This design comes from an exercise in tuning for small area and a short achievable clock period on the open sky130 flow, not from production work. At most, simulation tests tie the RTL to the original design; equivalence was not proved. No driver is modelled on the clock port, so clocking that relies on it looks cheaper here than on a real chip. No activity file was given, so power comes from the tool's default toggle rates.

==> run a: inputs <==
==> flow/design.v (excerpt) <==
module Lowpass(input clk, input rst, input en, input [15:0] in, output [15:0] out);
==> module Lowpass, before the edit <==
module Lowpass(input clk, input rst, input en, input [15:0] in, output [15:0] out);
	reg [15:0] ff [31:0];
	reg [15:0] acc;
	reg [4:0]  cnt;
	reg        full;
	wire [15:0] old = full ? ff[31] : 16'b0;
	assign out = en ? {6'b0, acc[15:6]} : 16'b0;
	integer i;
	always @(posedge clk) begin
		if (en) begin
			ff[0] <= in;
			for (i = 1; i < 32; i = i + 1)
				ff[i] <= ff[i-1];
		end
	end
	always @(posedge clk or posedge rst) begin
		if (rst) begin
			acc  <= 16'b0;
			cnt  <= 5'b0;
			full <= 1'b0;
		end else if (en) begin
			acc <= acc + in + ~old + 16'd1;
			cnt <= cnt + 5'd1;
			if (cnt == 5'd31)
				full <= 1'b1;
		end
	end
endmodule
==> flow/config.mk <==
export PLATFORM = sky130hd
export DESIGN_NAME = Lowpass
export DESIGN_NICKNAME = Lowpass
export VERILOG_FILES = /design/flow/design.v
export SDC_FILE = /design/flow/constraint.sdc
export NUM_CORES = 4
export LEC_CHECK = 0
export CAP_MARGIN = 20
export CORE_MARGIN = 2
export CORE_UTILIZATION = 60
export CTS_BUF_LIST = sky130_fd_sc_hd__clkbuf_16
export CTS_CLUSTER_DIAMETER = 100
export CTS_CLUSTER_SIZE = 30
export SETUP_SLACK_MARGIN = 5
export SLEW_MARGIN = 20
==> flow/constraint.sdc <==
create_clock -name core_clock -period 10.0 [get_ports {clk}]
set_input_delay 2.0000 -clock core_clock [delete_from_list [all_inputs] [get_ports {clk}]]
set_output_delay 2.0000 -clock core_clock [all_outputs]
set_load 0.01 [all_outputs]
standard.sh (not shown) runs the stock make flow with config.mk's settings and CLKGATE_MAP_FILE= SYNTH_SCRIPT=/design/flow/synth_recipe.tcl, a recipe that flattens the netlist after the stock synthesis.
==> flow/flow/run.sh <==
#!/bin/bash
# The standard layout, with a larger setup margin for timing repair, stronger
# port buffers, and flow/fix_en.tcl run after CTS (see that file).
# make's output goes to flow_make.log; each step's log is under orfs/logs.
set -euo pipefail
bash standard.sh SETUP_SLACK_MARGIN=6 "BUFFER_PORTS_ARGS=-buffer_cell sky130_fd_sc_hd__buf_2" "POST_CTS_TCL=$PWD/flow/fix_en.tcl" FIX_EN_BUF=sky130_fd_sc_hd__buf_8 finish > flow_make.log 2>&1
==> flow/flow/fix_en.tcl <==
# Run as ORFS's POST_CTS_TCL hook, after CTS and its timing repair.
# The output gates out = en & sum are the only loads of en on the critical
# en -> out path. Timing repair leaves them behind buffers of the large en
# fanout tree; here they are moved onto the net that the en port buffer
# drives, where only non-inverting buffers stand between.
set block [ord::get_db_block]
set en_net [[$block findBTerm en] getNet]
set ibuf ""
foreach it [$en_net getITerms] {
  set inst [$it getInst]
  if {[string match input* [$inst getName]]} { set ibuf $inst }
}
if {$ibuf eq ""} { puts "fix_en: no port buffer on en"; return }
set root_net ""
foreach it [$ibuf getITerms] { if {[$it isOutputSignal]} { set root_net [$it getNet] } }
puts "fix_en: port buffer [$ibuf getName], net [$root_net getName]"

proc is_plain_buf {inst} {
  set m [[$inst getMaster] getName]
  return [regexp {__(buf|bufbuf|clkbuf)_[0-9]+$} $m]
}
# walk back from a net through plain buffers; return 1 if it reaches root_net
proc from_root {net root_net} {
  for {set k 0} {$k < 10} {incr k} {
    if {$net eq $root_net} { return 1 }
    set drv ""
    foreach it [$net getITerms] { if {[$it isOutputSignal]} { set drv [$it getInst] } }
    if {$drv eq "" || ![is_plain_buf $drv]} { return 0 }
    foreach it [$drv getITerms] { if {[$it isInputSignal]} { set net [$it getNet] } }
  }
  return 0
}
set moved 0
set touched {}
foreach bt [$block getBTerms] {
  if {![string match out* [$bt getName]]} continue
  set onet [$bt getNet]
  set obuf ""
  foreach it [$onet getITerms] { if {[$it isOutputSignal]} { set obuf [$it getInst] } }
  if {$obuf eq "" || ![is_plain_buf $obuf]} continue
  set gnet ""
  foreach it [$obuf getITerms] { if {[$it isInputSignal]} { set gnet [$it getNet] } }
  set gate ""
  foreach it [$gnet getITerms] { if {[$it isOutputSignal]} { set gate [$it getInst] } }
  if {$gate eq ""} continue
  foreach it [$gate getITerms] {
    if {![$it isInputSignal]} continue
    set n [$it getNet]
    if {$n eq "NULL" || $n eq $root_net} continue
    if {[from_root $n $root_net]} {
      foreach d [$n getITerms] { if {[$d isOutputSignal]} { lappend touched [$d getInst] } }
      $it disconnect
      $it connect $root_net
      incr moved
    }
  }
}
puts "fix_en: moved $moved gate inputs onto the port buffer's net"
# remove buffers left without loads
foreach inst [lsort -unique $touched] {
  set out ""
  foreach it [$inst getITerms] { if {[$it isOutputSignal]} { set out [$it getNet] } }
  if {$out ne "" && [llength [$out getITerms]] == 1 && [llength [$out getBTerms]] == 0} {
    puts "fix_en: removing unloaded [$inst getName]"
    foreach it [$inst getITerms] { $it disconnect }
    odb::dbInst_destroy $inst
    odb::dbNet_destroy $out
  }
}
# Everything else on the port buffer's net goes behind one new buffer, so
# that the port buffer drives only the output gates and that buffer.
set others {}
set gates {}
foreach it [$root_net getITerms] {
  if {[$it isOutputSignal]} continue
  set inst [$it getInst]
  set drives_out 0
  foreach o [$inst getITerms] {
    if {[$o isOutputSignal] && [$o getNet] ne "NULL"} {
      foreach l [[$o getNet] getITerms] {
        if {[$l isInputSignal] && [is_plain_buf [$l getInst]]} {
          foreach lo [[$l getInst] getITerms] {
            if {[$lo isOutputSignal] && [$lo getNet] ne "NULL" && [llength [[$lo getNet] getBTerms]] > 0} { set drives_out 1 }
          }
        }
      }
    }
  }
  if {$drives_out} { lappend gates $it } else { lappend others $it }
}
puts "fix_en: [llength $gates] output gates, [llength $others] other loads"
if {[llength $others] > 1} {
  set master [[ord::get_db] findMaster $::env(FIX_EN_BUF)]
  set b [odb::dbInst_create $block $master fix_en_buf]
  set bnet [odb::dbNet_create $block fix_en_net]
  [$b findITerm A] connect $root_net
  [$b findITerm X] connect $bnet
  foreach it $others { $it disconnect; $it connect $bnet }
  set loc [$ibuf getLocation]
  $b setLocation [lindex $loc 0] [lindex $loc 1]
  $b setPlacementStatus PLACED
  global_connect
}
detailed_placement
check_placement -verbose
estimate_parasitics -placement
report_checks -path_delay max -fields {fanout cap slew} -digits 3 -group_path_count 3
==> inputs of run b, as changes to run a <==
--- a/flow/design.v
+++ b/flow/design.v
@@ -21,3 +21,3 @@
 		end else if (en) begin
-			acc <= acc + in + ~old + 16'd1;
+			acc <= acc + in - old;
 			cnt <= cnt + 5'd1;
==> flow/flow/run.sh (replaced) <==
#!/bin/bash
# The standard layout, with a larger setup margin for timing repair and
# stronger port buffers. make's output goes to flow_make.log.
set -euo pipefail
bash standard.sh SETUP_SLACK_MARGIN=6 "BUFFER_PORTS_ARGS=-buffer_cell sky130_fd_sc_hd__buf_2" finish > flow_make.log 2>&1
- CAP_MARGIN: 20 -> 10
- CORE_UTILIZATION: 60 -> 75
- SLEW_MARGIN: 20 -> 10
removed: flow/flow/fix_en.tcl
==> summary of the runs <==
- Combinational power: run b is higher than run a (about 24%).
- In run b the utilization is higher than in run a, by 15 points.
- Against run a, the synthesized cell count of run b is higher by 8.3%.
- Power: run a is smaller than run b (4.2%).
- Against run b, the die area of run a is higher by 23%.
- Of run a and run b, run b has the higher sequential share of layout area (gap 0.39 points).
- Against run b, the register-to-register slack of run a is better by 0.14 ns.
- Between run a and run b, the lower clock skew is in run a (gap 0.0093 ns).
- Of run a and run b, run b has the higher routed wire length (gap about 12%, measured against run b).

* * *

==> indigo: inputs <==
Another version of the RTL of Lowpass (not shown whole).
// Lowpass
module Lowpass(input clk, input rst, input en, input [15:0] in, output [15:0] out);
	reg [15:0] ff [31:0];
	reg [15:0] acc;
	reg [4:0]  cnt;
	reg        full;
	wire [15:0] ina = in & {16{en}};
	wire [15:0] old = ff[31] & {16{en & full}};
	assign out = en ? {6'b0, acc[15:6]} : 16'b0;
	integer i;
	always @(posedge clk) begin
		if (en) begin
			ff[0] <= in;
			for (i = 1; i < 32; i = i + 1)
				ff[i] <= ff[i-1];
		end
	end
	always @(posedge clk or posedge rst) begin
		if (rst) begin
			acc  <= 16'b0;
			cnt  <= 5'b0;
			full <= 1'b0;
		end else begin
			acc <= acc + ina + ~old + 16'd1;
			if (en) begin
				cnt <= cnt + 5'd1;
				if (cnt == 5'd31)
					full <= 1'b1;
			end
		end
	end
endmodule
==> module Lowpass, before the edit <==
module Lowpass(input clk, input rst, input en, input [15:0] in, output [15:0] out);
	reg [15:0] ff [31:0];
	reg [15:0] acc;
	reg [4:0]  cnt;
	reg        full;
	wire [15:0] ina = in & {16{en}};
	wire [15:0] old = ff[31] & {16{en & full}};
	assign out = en ? {6'b0, acc[15:6]} : 16'b0;
	integer i;
	always @(posedge clk) begin
		if (en) begin
			ff[0] <= in;
			for (i = 1; i < 32; i = i + 1)
				ff[i] <= ff[i-1];
		end
	end
	always @(posedge clk or posedge rst) begin
		if (rst) begin
			acc  <= 16'b0;
			cnt  <= 5'b0;
			full <= 1'b0;
		end else begin
			acc <= acc + ina + ~old + 16'd1;
			if (en) begin
				cnt <= cnt + 5'd1;
				if (cnt == 5'd31)
					full <= 1'b1;
			end
		end
	end
endmodule
clock: 10.0 ns
lec_check: 0
cap_margin: 20
core_margin: 2
core_utilization: 60
cts_buf_list: sky130_fd_sc_hd__clkbuf_16
cts_cluster_diameter: 100
cts_cluster_size: 30
setup_slack_margin: 5
slew_margin: 20
==> flow/flow/run.sh <==
#!/bin/bash
# The standard layout, with a larger setup margin for timing repair, stronger
# port buffers, the en and out pins placed together (flow/pins.tcl), and
# flow/fix_en.tcl run before CTS and after CTS's timing repair (see that
# file); the repair after global routing is skipped so that it keeps that
# structure. make's output goes to flow_make.log; each step's log is under
# orfs/logs.
set -euo pipefail
bash standard.sh SETUP_SLACK_MARGIN=5.65 "BUFFER_PORTS_ARGS=-buffer_cell sky130_fd_sc_hd__buf_2" \
  "PRE_IO_PLACEMENT_TCL=$PWD/flow/pins.tcl" \
  "PRE_CTS_TCL=$PWD/flow/fix_en.tcl" "POST_CTS_TCL=$PWD/flow/fix_en.tcl" SKIP_INCREMENTAL_REPAIR=1 \
  FIX_EN_BUF=sky130_fd_sc_hd__buf_4 FIX_EN_INV=sky130_fd_sc_hd__inv_4 \
  finish > flow_make.log 2>&1
==> flow/flow/fix_en.tcl <==
# Run as ORFS's PRE_CTS_TCL hook, on the placed design before CTS, and again
# as its POST_CTS_TCL hook, after CTS's timing repair.
# en reaches the output through one gate (out = en & sum), but the gates sit
# deep in en's large fanout tree (the enables of all window registers), and
# timing repair then grows that whole tree to speed up the en -> out path.
# Here the gates' en inputs are taken from the en port buffer directly (or
# from one inverter on it, where the gate wants en inverted), and everything
# else the port buffer drove is put behind one new buffer.
set block [ord::get_db_block]
set en_net [[$block findBTerm en] getNet]
set ibuf ""
foreach it [$en_net getITerms] {
  if {[string match input* [[$it getInst] getName]]} { set ibuf [$it getInst] }
}
if {$ibuf eq ""} { puts "fix_en: no port buffer on en"; return }
set root_net [[$ibuf findITerm X] getNet]
puts "fix_en: port buffer [$ibuf getName], net [$root_net getName]"

# a name not yet used in the block
proc fresh {kind base} {
  set block [ord::get_db_block]
  set k 0
  while {[$block find$kind ${base}_$k] ne "NULL"} { incr k }
  return ${base}_$k
}
proc master_of {inst} { return [[$inst getMaster] getName] }
proc is_buf {inst} { return [regexp {__(buf|bufbuf|clkbuf)_[0-9]+$} [master_of $inst]] }
proc is_inv {inst} { return [regexp {__(inv|clkinv)_[0-9]+$} [master_of $inst]] }
proc in_net {inst} {
  foreach it [$inst getITerms] { if {[$it isInputSignal]} { return [$it getNet] } }
  return ""
}
proc out_net {inst} {
  foreach it [$inst getITerms] { if {[$it isOutputSignal]} { return [$it getNet] } }
  return ""
}
proc driver {net} {
  foreach it [$net getITerms] { if {[$it isOutputSignal]} { return [$it getInst] } }
  return ""
}
# parity of inversions from root_net to net through buffers and inverters, or -1
proc parity {net root_net} {
  set par 0
  for {set k 0} {$k < 12} {incr k} {
    if {$net eq $root_net} { return $par }
    set d [driver $net]
    if {$d eq ""} { return -1 }
    if {[is_inv $d]} { set par [expr {1 - $par}] } elseif {![is_buf $d]} { return -1 }
    set net [in_net $d]
    if {$net eq "" || $net eq "NULL"} { return -1 }
  }
  return -1
}

set loc [$ibuf getLocation]
set inv_net ""
set gates {}
set old_drivers {}
foreach bt [$block getBTerms] {
  if {![string match out* [$bt getName]]} continue
  set obuf [driver [$bt getNet]]
  if {$obuf eq "" || ![is_buf $obuf]} continue
  set gate [driver [in_net $obuf]]
  if {$gate eq "" || [is_buf $gate] || [is_inv $gate]} continue
  foreach it [$gate getITerms] {
    if {![$it isInputSignal]} continue
    set n [$it getNet]
    if {$n eq "NULL"} continue
    if {$n eq $root_net} { lappend gates [$gate getName]; continue }
    if {$inv_net ne "" && $n eq $inv_net} { lappend gates [$gate getName]; continue }
    set par [parity $n $root_net]
    if {$par < 0} continue
    lappend old_drivers [driver $n]
    $it disconnect
    if {$par == 0} {
      $it connect $root_net
    } else {
      if {$inv_net eq ""} {
        set inv [odb::dbInst_create $block [[ord::get_db] findMaster $::env(FIX_EN_INV)] [fresh Inst fix_en_inv]]
        set inv_net [odb::dbNet_create $block [fresh Net fix_en_inv_net]]
        [$inv findITerm A] connect $root_net
        [$inv findITerm Y] connect $inv_net
        $inv setLocation [lindex $loc 0] [lindex $loc 1]
        $inv setPlacementStatus PLACED
      }
      $it connect $inv_net
    }
    lappend gates [$gate getName]
  }
}
puts "fix_en: [llength $gates] output gate inputs moved: $gates"

# remove buffers and inverters left without loads (repeatedly, up the tree);
# instances are tracked by name, since a removed one must not be touched
set names [lsort -unique [lmap d $old_drivers {$d getName}]]
set again 1
while {$again} {
  set again 0
  foreach name $names {
    set d [$block findInst $name]
    if {$d eq "NULL" || $d eq ""} continue
    if {![is_buf $d] && ![is_inv $d]} continue
    if {$name eq [$ibuf getName]} continue
    set o [out_net $d]
    if {$o ne "" && $o ne "NULL" && [llength [$o getITerms]] == 1 && [llength [$o getBTerms]] == 0} {
      puts "fix_en: removing unloaded $name"
      set up [driver [in_net $d]]
      foreach it [$d getITerms] { $it disconnect }
      odb::dbInst_destroy $d
      odb::dbNet_destroy $o
      if {$up ne ""} { lappend names [$up getName] }
      set again 1
    }
  }
  set names [lsort -unique $names]
}

# everything else on root_net goes behind one new buffer
set others {}
foreach it [$root_net getITerms] {
  if {[$it isOutputSignal]} continue
  set inst [$it getInst]
  if {[lsearch -exact $gates [$inst getName]] >= 0} continue
  if {$inv_net ne "" && $inst eq $inv} continue
  lappend others $it
}
puts "fix_en: [llength $others] other loads go behind a new buffer"
if {[llength $others] > 1} {
  set b [odb::dbInst_create $block [[ord::get_db] findMaster $::env(FIX_EN_BUF)] [fresh Inst fix_en_buf]]
  set bnet [odb::dbNet_create $block [fresh Net fix_en_net]]
  [$b findITerm A] connect $root_net
  [$b findITerm X] connect $bnet
  foreach it $others { $it disconnect; $it connect $bnet }
  $b setLocation [lindex $loc 0] [lindex $loc 1]
  $b setPlacementStatus PLACED
}
global_connect
estimate_parasitics -placement
repair_design -slew_margin $::env(SLEW_MARGIN) -cap_margin $::env(CAP_MARGIN)
detailed_placement
estimate_parasitics -placement
report_checks -path_delay max -fields {fanout cap slew} -digits 3 -group_path_count 2
==> flow/flow/pins.tcl <==
# Run as ORFS's PRE_IO_PLACEMENT_TCL hook, before place_pins: keep the en pin
# and the pins of out[9:0], which en gates, together on the die's edge, so the
# en -> out wires stay short.
set_io_pin_constraint -group -order -pin_names {out[0] out[1] out[2] out[3] out[4] en out[5] out[6] out[7] out[8] out[9]}
==> inputs of juniper, as changes to indigo <==
--- a/flow/design.v
+++ b/flow/design.v
@@ -5,4 +5,3 @@
 	reg        full;
-	wire [15:0] ina = in & {16{en}};
-	wire [15:0] old = ff[31] & {16{en & full}};
+	wire [15:0] old = full ? ff[31] : 16'b0;
 	assign out = en ? {6'b0, acc[15:6]} : 16'b0;
@@ -21,9 +20,7 @@
 			full <= 1'b0;
-		end else begin
-			acc <= acc + ina + ~old + 16'd1;
-			if (en) begin
-				cnt <= cnt + 5'd1;
-				if (cnt == 5'd31)
-					full <= 1'b1;
-			end
+		end else if (en) begin
+			acc <= acc + in + ~old + 16'd1;
+			cnt <= cnt + 5'd1;
+			if (cnt == 5'd31)
+				full <= 1'b1;
 		end
==> flow/flow/run.sh (replaced) <==
#!/bin/bash
# The standard layout, with a larger setup margin for timing repair, stronger
# port buffers, and flow/fix_en.tcl run before CTS (see that file).
# make's output goes to flow_make.log; each step's log is under orfs/logs.
set -euo pipefail
bash standard.sh SETUP_SLACK_MARGIN=6.5 "BUFFER_PORTS_ARGS=-buffer_cell sky130_fd_sc_hd__buf_2" \
  "PRE_CTS_TCL=$PWD/flow/fix_en.tcl" FIX_EN_BUF=sky130_fd_sc_hd__buf_4 FIX_EN_INV=sky130_fd_sc_hd__inv_4 \
  finish > flow_make.log 2>&1
--- a/flow/flow/fix_en.tcl
+++ b/flow/flow/fix_en.tcl
@@ -1,3 +1,2 @@
-# Run as ORFS's PRE_CTS_TCL hook, on the placed design before CTS, and again
-# as its POST_CTS_TCL hook, after CTS's timing repair.
+# Run as ORFS's PRE_CTS_TCL hook, on the placed design before CTS.
 # en reaches the output through one gate (out = en & sum), but the gates sit
@@ -18,9 +17,2 @@
 
-# a name not yet used in the block
-proc fresh {kind base} {
-  set block [ord::get_db_block]
-  set k 0
-  while {[$block find$kind ${base}_$k] ne "NULL"} { incr k }
-  return ${base}_$k
-}
 proc master_of {inst} { return [[$inst getMaster] getName] }
@@ -67,5 +59,3 @@
     set n [$it getNet]
-    if {$n eq "NULL"} continue
-    if {$n eq $root_net} { lappend gates [$gate getName]; continue }
-    if {$inv_net ne "" && $n eq $inv_net} { lappend gates [$gate getName]; continue }
+    if {$n eq "NULL" || $n eq $root_net} continue
     set par [parity $n $root_net]
@@ -78,4 +68,4 @@
       if {$inv_net eq ""} {
-        set inv [odb::dbInst_create $block [[ord::get_db] findMaster $::env(FIX_EN_INV)] [fresh Inst fix_en_inv]]
-        set inv_net [odb::dbNet_create $block [fresh Net fix_en_inv_net]]
+        set inv [odb::dbInst_create $block [[ord::get_db] findMaster $::env(FIX_EN_INV)] fix_en_inv]
+        set inv_net [odb::dbNet_create $block fix_en_inv_net]
         [$inv findITerm A] connect $root_net
@@ -123,3 +113,3 @@
   if {[lsearch -exact $gates [$inst getName]] >= 0} continue
-  if {$inv_net ne "" && $inst eq $inv} continue
+  if {$inv_net ne "" && [$inst getName] eq "fix_en_inv"} continue
   lappend others $it
@@ -127,5 +117,5 @@
 puts "fix_en: [llength $others] other loads go behind a new buffer"
-if {[llength $others] > 1} {
-  set b [odb::dbInst_create $block [[ord::get_db] findMaster $::env(FIX_EN_BUF)] [fresh Inst fix_en_buf]]
-  set bnet [odb::dbNet_create $block [fresh Net fix_en_net]]
+if {[llength $others] > 0} {
+  set b [odb::dbInst_create $block [[ord::get_db] findMaster $::env(FIX_EN_BUF)] fix_en_buf]
+  set bnet [odb::dbNet_create $block fix_en_net]
   [$b findITerm A] connect $root_net
@@ -137,4 +127,2 @@
 global_connect
-estimate_parasitics -placement
-repair_design -slew_margin $::env(SLEW_MARGIN) -cap_margin $::env(CAP_MARGIN)
 detailed_placement
removed: flow/flow/pins.tcl
==> inputs of delta, as changes to indigo <==
--- a/flow/design.v
+++ b/flow/design.v
@@ -5,4 +5,49 @@
 	reg        full;
-	wire [15:0] ina = in & {16{en}};
-	wire [15:0] old = ff[31] & {16{en & full}};
+	wire [15:0] old = full ? ff[31] : 16'b0;
+	wire [15:0] nold = ~old;
+	wire [15:0] csa_s = acc ^ in ^ nold;
+	wire [15:0] csa_c = (acc & in) | (acc & nold) | (in & nold);
+	wire [15:0] pa = csa_s;
+	wire [15:0] pb = {csa_c[14:0], 1'b1};
+	wire [15:0] g0 = pa & pb;
+	wire [15:0] p0 = pa ^ pb;
+	wire gg1 = g0[1] | (p0[1] & g0[0]);
+	wire gg2 = g0[3] | (p0[3] & g0[2]);
+	wire pp2 = p0[3] & p0[2];
+	wire gg3 = g0[5] | (p0[5] & g0[4]);
+	wire pp3 = p0[5] & p0[4];
+	wire gg4 = g0[7] | (p0[7] & g0[6]);
+	wire pp4 = p0[7] & p0[6];
+	wire gg5 = g0[9] | (p0[9] & g0[8]);
+	wire pp5 = p0[9] & p0[8];
+	wire gg6 = g0[11] | (p0[11] & g0[10]);
+	wire pp6 = p0[11] & p0[10];
+	wire gg7 = g0[13] | (p0[13] & g0[12]);
+	wire pp7 = p0[13] & p0[12];
+	wire gg8 = g0[15] | (p0[15] & g0[14]);
+	wire pp8 = p0[15] & p0[14];
+	wire gg9 = gg2 | (pp2 & gg1);
+	wire gg10 = gg4 | (pp4 & gg3);
+	wire pp10 = pp4 & pp3;
+	wire gg11 = gg6 | (pp6 & gg5);
+	wire pp11 = pp6 & pp5;
+	wire gg12 = gg8 | (pp8 & gg7);
+	wire pp12 = pp8 & pp7;
+	wire gg13 = gg10 | (pp10 & gg9);
+	wire gg14 = gg12 | (pp12 & gg11);
+	wire pp14 = pp12 & pp11;
+	wire gg15 = gg14 | (pp14 & gg13);
+	wire gg16 = gg11 | (pp11 & gg13);
+	wire gg17 = gg3 | (pp3 & gg9);
+	wire gg18 = gg5 | (pp5 & gg13);
+	wire gg19 = gg7 | (pp7 & gg16);
+	wire gg20 = g0[2] | (p0[2] & gg1);
+	wire gg21 = g0[4] | (p0[4] & gg9);
+	wire gg22 = g0[6] | (p0[6] & gg17);
+	wire gg23 = g0[8] | (p0[8] & gg13);
+	wire gg24 = g0[10] | (p0[10] & gg18);
+	wire gg25 = g0[12] | (p0[12] & gg16);
+	wire gg26 = g0[14] | (p0[14] & gg19);
+	wire [15:0] cy = {gg26, gg19, gg25, gg16, gg24, gg18, gg23, gg13, gg22, gg17, gg21, gg9, gg20, gg1, g0[0], 1'b0};
+	wire [15:0] rsum = p0 ^ cy;
 	assign out = en ? {6'b0, acc[15:6]} : 16'b0;
@@ -21,9 +66,7 @@
 			full <= 1'b0;
-		end else begin
-			acc <= acc + ina + ~old + 16'd1;
-			if (en) begin
-				cnt <= cnt + 5'd1;
-				if (cnt == 5'd31)
-					full <= 1'b1;
-			end
+		end else if (en) begin
+			acc <= rsum;
+			cnt <= cnt + 5'd1;
+			if (cnt == 5'd31)
+				full <= 1'b1;
 		end
--- a/flow/flow/fix_en.tcl
+++ b/flow/flow/fix_en.tcl
@@ -137,4 +137,2 @@
 global_connect
-estimate_parasitics -placement
-repair_design -slew_margin $::env(SLEW_MARGIN) -cap_margin $::env(CAP_MARGIN)
 detailed_placement
==> impl_metrics.env <==
export IMPL_status="complete, no violations"
export IMPL_wl_met1_mm=11.6
export IMPL_synthAdderAreaFrac=0.0299
export IMPL_grt_pass1_wl_mm=36.4
export IMPL_multi_input_area_share=0.0937
(the above is from juniper)
==> impl_metrics.env <==
export IMPL_synthAdderAreaFrac=0.0302
export IMPL_status="complete, no violations"
export IMPL_wl_met1_mm=10.8
export IMPL_multi_input_area_share=0.0757
(the above is from indigo)
==> impl_metrics.env <==
export IMPL_wl_met1_mm=10.3
export IMPL_status="finished with violations"
export IMPL_synthAdderAreaFrac=0.0364
export IMPL_so_violations="max-capacitance violations, max-slew violations"
export IMPL_grt_pass1_wl_mm=32.6
export IMPL_slew_viol_final=135
export IMPL_maxCapViolations=1
(the above is from delta)
No functional check of the RTL was part of indigo and delta.

[re-timing with driven ports]
Ports are ideal in the flow. The routed layouts listed here were re-timed in OpenROAD. Step 1: set_driving_cell puts a clkbuf_16 on clk and a buf_2 on each other input, an assumption about the parent block. Step 2 moves the port delays by t, midway between the first and last clock arrival at a register: inputs arrive t later, outputs are due t later. That takes back most of the time a late clock gives input paths. a / b / c = ideal / step 1 / step 2; a / b = the first two.
run	shift t [ns]	slack for setup (ns)	worst register clock-pin slew, ns	pins driven straight from the clock port
run a	0.590	5.490 / 5.283 / 5.283	0.11 / 0.11	1
run b	0.583	5.479 / 5.298 / 5.298	0.11 / 0.11	1
indigo	0.581	5.598 / 5.503 / 4.923	0.11 / 0.11	1
juniper	0.578	5.482 / 5.420 / 5.420	0.11 / 0.11	1
delta	0.577	5.635 / 5.534 / 5.013	0.11 / 0.11	1
The setup slack of indigo, which loses most, moves by -0.095 ns with the drivers and by -0.675 ns with both steps.
